Background: an optimization exercise with open tools, aiming at small area. Do not read the settings as production practice. Only simulation tests tie the RTL to the original design; equivalence was not proved.

## north
==> flow/design.v <==
module goertzel
#(
	parameter [31:0] bin_coeff = 32'd16413441
)
(
    input clk,
    input reset,
    input advance_in,
    input logic signed [23:0] input_sig,
    output logic signed [63:0] power,
    output logic advance
);
localparam int K  = 6;                        
localparam int VW = 51;                       
localparam int PW = 43;                       
localparam int NS = (VW + K - 1) / K;         
localparam int CS = 4;                        
localparam int NCS = CS + 1;                  
localparam logic [K*CS-1:0]  CX  = bin_coeff[K*CS-1:0];
localparam logic [K*NCS-1:0] CXW = bin_coeff[K*NCS-1:0];
localparam logic [K*NCS-1:0] NCX = ~CXW + 1'b1;
localparam int S_UPD  = CS + 1;               
localparam int S_SQ0  = CS + 2;               
localparam int S_T1   = S_SQ0 + NS;           
localparam int S_PR0  = S_T1 + 1;             
localparam int S_Q    = S_PR0 + NS;           
localparam int S_QC0  = S_Q + 1;              
localparam int S_QC1  = S_QC0 + NCS - 1;      
localparam int S_FIN  = S_QC1 + 1;            
logic signed [VW-1:0] v1, v2;
logic [63:0]          H;                      
logic signed [PW-1:0] R;                      
logic signed [PW-1:0] pw;
logic                 p;
logic [9:0]           n;
logic [4:0]           st;
logic [1:0]           mode;                   
assign power = {{(64-PW){pw[PW-1]}}, pw};
logic pulse, end_blk, upd_pulse;
assign pulse     = advance_in;
assign end_blk   = pulse & p & (n == 10'd1023);
assign upd_pulse = pulse & ~(p & (n == 10'd1022));
logic m_c, m_nc, m_v1, m_v2;                  
logic first, c_first;
logic op_sub, op_add, op_h;                   
logic a_v2, a_r;                              
logic [3:0] sl;
always_comb begin
    m_c = 1'b0; m_nc = 1'b0; m_v1 = 1'b0; m_v2 = 1'b0;
    first = 1'b0; c_first = 1'b0; sl = '0;
    op_sub = 1'b0; op_add = 1'b0; op_h = 1'b0; a_v2 = 1'b0; a_r = 1'b0;
    if (upd_pulse) begin
        op_sub = 1'b1; a_v2 = 1'b1;
    end else begin
        for (int i = 1; i <= CS; i++)
            if (st == 5'(i)) begin
                m_c = 1'b1; sl = 4'(CS - i); first = (i == 1); c_first = (i == 1);
            end
        if (st == 5'(S_UPD)) begin
            op_add = 1'b1; op_h = 1'b1; a_v2 = 1'b1;
        end
        for (int i = S_SQ0; i < S_T1; i++)
            if (st == 5'(i) && mode != 0) begin
                m_v1 = 1'b1; sl = 4'(S_T1 - 1 - i); first = (i == S_SQ0);
            end
        if (st == 5'(S_T1) && mode != 0) begin
            op_h = 1'b1; op_add = mode[1]; a_r = 1'b1;
        end
        for (int i = S_PR0; i < S_Q; i++)
            if (st == 5'(i) && mode == 2) begin
                m_v2 = 1'b1; sl = 4'(S_Q - 1 - i); first = (i == S_PR0);
            end
        if (st == 5'(S_Q) && mode == 2) op_h = 1'b1;
        for (int i = S_QC0; i <= S_QC1; i++)
            if (st == 5'(i) && mode == 2) begin
                m_nc = 1'b1; sl = 4'(S_QC1 - i); first = (i == S_QC0);
            end
        if (st == 5'(S_FIN) && mode == 2) begin
            op_h = 1'b1; op_add = 1'b1; a_r = 1'b1;
        end
    end
end
logic [K:0]      bf;                          
logic [NS*K:0]   v1f, v2f;
logic [K*CS:0]   cxf;
logic [K*NCS:0]  ncxf;
assign v1f  = {{(NS*K-VW+1){v1[VW-1]}}, v1, 1'b0};
assign v2f  = {{(NS*K-VW+1){v2[VW-1]}}, v2, 1'b0};
assign cxf  = {CX, 1'b0};
assign ncxf = {NCX, 1'b0};
always_comb begin
    bf = '0;
    if (op_sub) bf = {{K{1'b1}}, 1'b0};       
    if (op_add) bf = {{(K-1){1'b0}}, 2'b10};  
    for (int i = 0; i < NS; i++)
        if (sl == 4'(i)) bf = bf | ({(K+1){m_v1}} & v1f[K*i +: K+1]) | ({(K+1){m_v2}} & v2f[K*i +: K+1]);
    for (int i = 0; i < CS; i++)
        if (m_c && sl == 4'(i)) bf = cxf[K*i +: K+1];
    for (int i = 0; i < NCS; i++)
        if (m_nc && sl == 4'(i)) bf = ncxf[K*i +: K+1];
end
logic [VW-1:0] am;
logic [63:0]   A, acc_in, H_next, h;
logic          r;
assign am = a_v2 ? v2 : a_r ? VW'(R) : v1;
assign A  = {{(64-VW){am[VW-1]}}, am};
assign h = {{23{H[63]}}, H[63:23]};
assign r = H[63] & (|H[22:0]);
assign acc_in = op_sub  ? {{40{input_sig[23]}}, input_sig} :
                op_h    ? h :
                c_first ? (A << K) :
                first   ? 64'd0 : (H << K);
localparam int ND = K / 2;
logic [63:0] pp [0:ND-1];
logic [ND-1:0] pneg;
genvar gt, gc;
generate
    for (gt = 0; gt < ND; gt++) begin : g_booth
        logic b0, b1, b2, one, two, neg;
        logic [63:0] m;
        assign b0 = bf[2*gt];
        assign b1 = bf[2*gt+1];
        assign b2 = bf[2*gt+2];
        assign one = b1 ^ b0;
        assign two = (b2 & ~b1 & ~b0) | (~b2 & b1 & b0);
        assign neg = b2;
        assign m = ({64{one}} & (A << (2*gt))) | ({64{two}} & (A << (2*gt+1)));
        assign pp[gt] = (m ^ {64{neg}}) & ({64{1'b1}} << (2*gt));
        assign pneg[gt] = neg;
    end
endgenerate
logic [63:0] cs_s [0:ND];
logic [63:0] cs_c [0:ND];
assign cs_s[0] = acc_in;
assign cs_c[0] = {59'd0, pneg[2], 1'b0, pneg[1], 1'b0, pneg[0]};
generate
    for (gt = 0; gt < ND; gt++) begin : g_row
        for (gc = 0; gc < 64; gc++) begin : g_col
            logic a0, a1, a2;
            assign a0 = cs_s[gt][gc];
            assign a1 = cs_c[gt][gc];
            assign a2 = pp[gt][gc];
            assign cs_s[gt+1][gc] = a0 ^ a1 ^ a2;
            if (gc < 63) assign cs_c[gt+1][gc+1] = (a0 & a1) | (a2 & (a0 ^ a1));
        end
        assign cs_c[gt+1][0] = 1'b0;
    end
endgenerate
logic [64:0] rc;
assign rc[0] = op_h & r;
generate
    for (gc = 0; gc < 64; gc++) begin : g_cpa
        logic a0, a1;
        assign a0 = cs_s[ND][gc];
        assign a1 = cs_c[ND][gc];
        assign H_next[gc] = a0 ^ a1 ^ rc[gc];
        assign rc[gc+1] = (a0 & a1) | (rc[gc] & (a0 ^ a1));
    end
endgenerate
always_ff @(posedge clk) begin
    H <= H_next;
    if ((st == 5'(S_T1) && mode != 0) || (st == 5'(S_FIN) && mode == 2)) R <= H_next[PW-1:0];
    if (reset) begin
        v1 <= '0; v2 <= '0; pw <= '0;
        p <= 1'b0; n <= '0; st <= '0; mode <= '0; advance <= 1'b0;
    end else begin
        if (st != 0) st <= st + 5'd1;
        if (st == 5'(S_UPD)) begin
            v1 <= H_next[VW-1:0];
            v2 <= v1;
        end
        if (st == 5'(S_Q) && mode == 2) begin
            v1 <= H_next[VW-1:0];
            v2 <= '0;
        end
        if (pulse) begin
            p <= 1'b1;
            if (p) begin
                n <= n + 10'd1;
                advance <= (n == 10'd1023);
            end
            if (upd_pulse) begin
                v2 <= H_next[VW-1:0];
                st <= 5'd1;
                mode <= (p && n == 10'd1020) ? 2'd1 : (p && n == 10'd1021) ? 2'd2 : 2'd0;
            end
            if (end_blk) begin
                pw <= R;
                v1 <= '0;
            end
        end
    end
end
endmodule
clock: 40.0 ns
lec_check: 0
cap_margin: 20
core_margin: 2
core_utilization: 50
slew_margin: 20
standard.sh (not shown) runs the stock make flow with config.mk's settings and CLKGATE_MAP_FILE= SYNTH_SCRIPT=/design/flow/synth_recipe.tcl, a recipe that flattens the netlist after the stock synthesis.
==> flow/flow/run.sh <==
#!/bin/bash
# Layout flow: the standard flow (standard.sh) with three changes that keep
# the design, its registers and its constraints as they are:
#  1. after the standard synthesis, the combinational gates are mapped again
#     by ABC with an area-oriented script (remap.ys, remap.abc); the
#     flip-flops, full/half adders and tie cells stay as the standard
#     synthesis made them;
#  2. the input and output ports are buffered with buf_1 cells;
#  3. clock tree synthesis uses the buffers below and no dummy loads.
# Each tool's output goes to a log file of its own in this folder.
set -euo pipefail
here=$PWD
res=$here/orfs/results/sky130hd/goertzel/base
yosys_bin=/OpenROAD-flow-scripts/tools/install/yosys/bin/yosys

bash standard.sh synth > flow_1_synth.log 2>&1
cp "$res/1_2_yosys.v" "$here/std_1_2_yosys.v"
sed -e "s#@LIB@#$FLOW_HOME/platforms/sky130hd/lib/sky130_fd_sc_hd__tt_025C_1v80.lib#g" \
    -e "s#@IN@#$here/std_1_2_yosys.v#g" \
    -e "s#@OUT@#$res/1_2_yosys.v#g" \
    -e "s#@TMP@#$here/remap_tmp.v#g" -e "s#@ABC@#$here/flow/remap.abc#g" flow/remap.ys > remap_run.ys
"$yosys_bin" -s remap_run.ys > flow_2_remap.log 2>&1
rm -f "$res/1_synth.odb" "$res/1_synth.sdc"

export BUFFER_PORTS_ARGS="-buffer_cell sky130_fd_sc_hd__buf_1"
export CTS_ARGS="-sink_clustering_enable -repair_clock_nets -dont_use_dummy_load -buf_list sky130_fd_sc_hd__clkbuf_8 -sink_clustering_size 16 -sink_clustering_max_diameter 60"
bash standard.sh > flow_3_layout.log 2>&1
==> flow/flow/remap.abc <==
&get -n
&st
&deepsyn -T 60
&dch
&nf -R 1000
&put
topo
==> flow/flow/remap.ys <==
# Map the combinational gates of the standard synthesis again, for area.
# The flip-flops, full/half adders and tie cells are kept as they are.
read_liberty -ignore_miss_func @LIB@
blackbox sky130_fd_sc_hd__*df* sky130_fd_sc_hd__fa_* sky130_fd_sc_hd__ha_* sky130_fd_sc_hd__conb_*
read_verilog @IN@
hierarchy -check -top goertzel
flatten
opt -purge
abc -liberty @LIB@ -dont_use sky130_fd_sc_hd__probe* -dont_use sky130_fd_sc_hd__lpflow* -dont_use sky130_fd_sc_hd__clkdly* -dont_use sky130_fd_sc_hd__dlygate* -dont_use sky130_fd_sc_hd__dlymetal* -script @ABC@
opt_clean -purge
write_verilog -noattr -selected @TMP@
design -reset
read_liberty -lib @LIB@
read_verilog @TMP@
hierarchy -check -top goertzel
hilomap -singleton -hicell sky130_fd_sc_hd__conb_1 HI -locell sky130_fd_sc_hd__conb_1 LO
insbuf -buf sky130_fd_sc_hd__buf_4 A X
splitnets
opt_clean -purge
check -assert -mapped
tee -o remap_stat.txt stat -liberty @LIB@
write_verilog -noattr -nohex -nodec @OUT@
Inputs modified between north and south:
-- flow/design.v --
<<< north, line 50
    first = 1'b0; c_first = 1'b0; sl = '0;
    op_sub = 1'b0; op_add = 1'b0; op_h = 1'b0; a_v2 = 1'b0; a_r = 1'b0;
    if (upd_pulse) begin
        op_sub = 1'b1; a_v2 = 1'b1;
    end else begin
        for (int i = 1; i <= CS; i++)
            if (st == 5'(i)) begin
>>> south, line 50
    first = 1'b0; c_first = 1'b0; sl = '0;
    op_sub = 1'b0; op_add = 1'b0; op_h = 1'b0; a_v2 = 1'b0; a_r = 1'b0;
    begin : sched
        for (int i = 1; i <= CS; i++)
            if (st == 5'(i)) begin
<<< north, line 78
        if (st == 5'(S_FIN) && mode == 2) begin
            op_h = 1'b1; op_add = 1'b1; a_r = 1'b1;
        end
    end
>>> south, line 76
        if (st == 5'(S_FIN) && mode == 2) begin
            op_h = 1'b1; op_add = 1'b1; a_r = 1'b1;
        end
        if (!(m_c | m_nc | m_v1 | m_v2 | op_h)) begin
            op_sub = 1'b1; a_v2 = 1'b1;
        end
    end
==> comparison <==
- Higher starting utilization of the core area among south and north: south
- Delta (south minus north): non-filler instance count after layout fell by 6.7%; final area fell by about 2.8%.
- Compared with north, placed standard-cell area in south decreased slightly.
- Clock-pin slew on the worst setup and hold paths in south vs north: up 20 ps
- When south is set beside north, its global-route usage turns out to be 1.5 points smaller.
- The core of south is less densely filled than that of north.
- Measured against north, the number of signal-net inverters in the final layout of south comes out at 1.17 times the reference value.
- In the tables for south and north, horizontal die dimension reads lower with south.
- Max post-place setup slack across south and north: south
- Diff north -> south | relative area of clock buffers and inverters in the final design | decrease of 0.33 points
- Compared with north, south shows a worst path buffer plus inverter count that is 1 lower.

[port drivers added, routing unchanged]
The results above use ideal ports. As a check the final layouts listed here were re-extracted and re-timed, cells and wires unchanged. Step 1 sets driving cells, clkbuf_16 on the clock port and buf_2 on the other inputs (assumed; they add their load-dependent delay and slew). Step 2 times the ports against the registers' clock, not the clock port: input delays grow and output delays shrink by t, the midpoint of the rising clock arrivals with the driver on. Slacks: no drivers / after step 1 / after step 2; pairs: no drivers / after step 1.
| run | t (ns) | setup slack, ns | worst setup path after step 2 | slew at the worst register clock pin (ns) | cell pins on the clock port's net |
|---|---|---|---|---|---|
| north | 0.668 | 1.357 / 1.382 / 0.714 | input to register | 0.10 / 0.10 | 1 |
| south | 0.666 | 3.306 / 3.339 / 2.672 | input to register | 0.11 / 0.11 | 1 |
After both steps setup and hold are still met in every run listed. For north, which loses most, drivers alone change the setup slack by +0.025 ns; drivers and shift together by -0.643 ns.
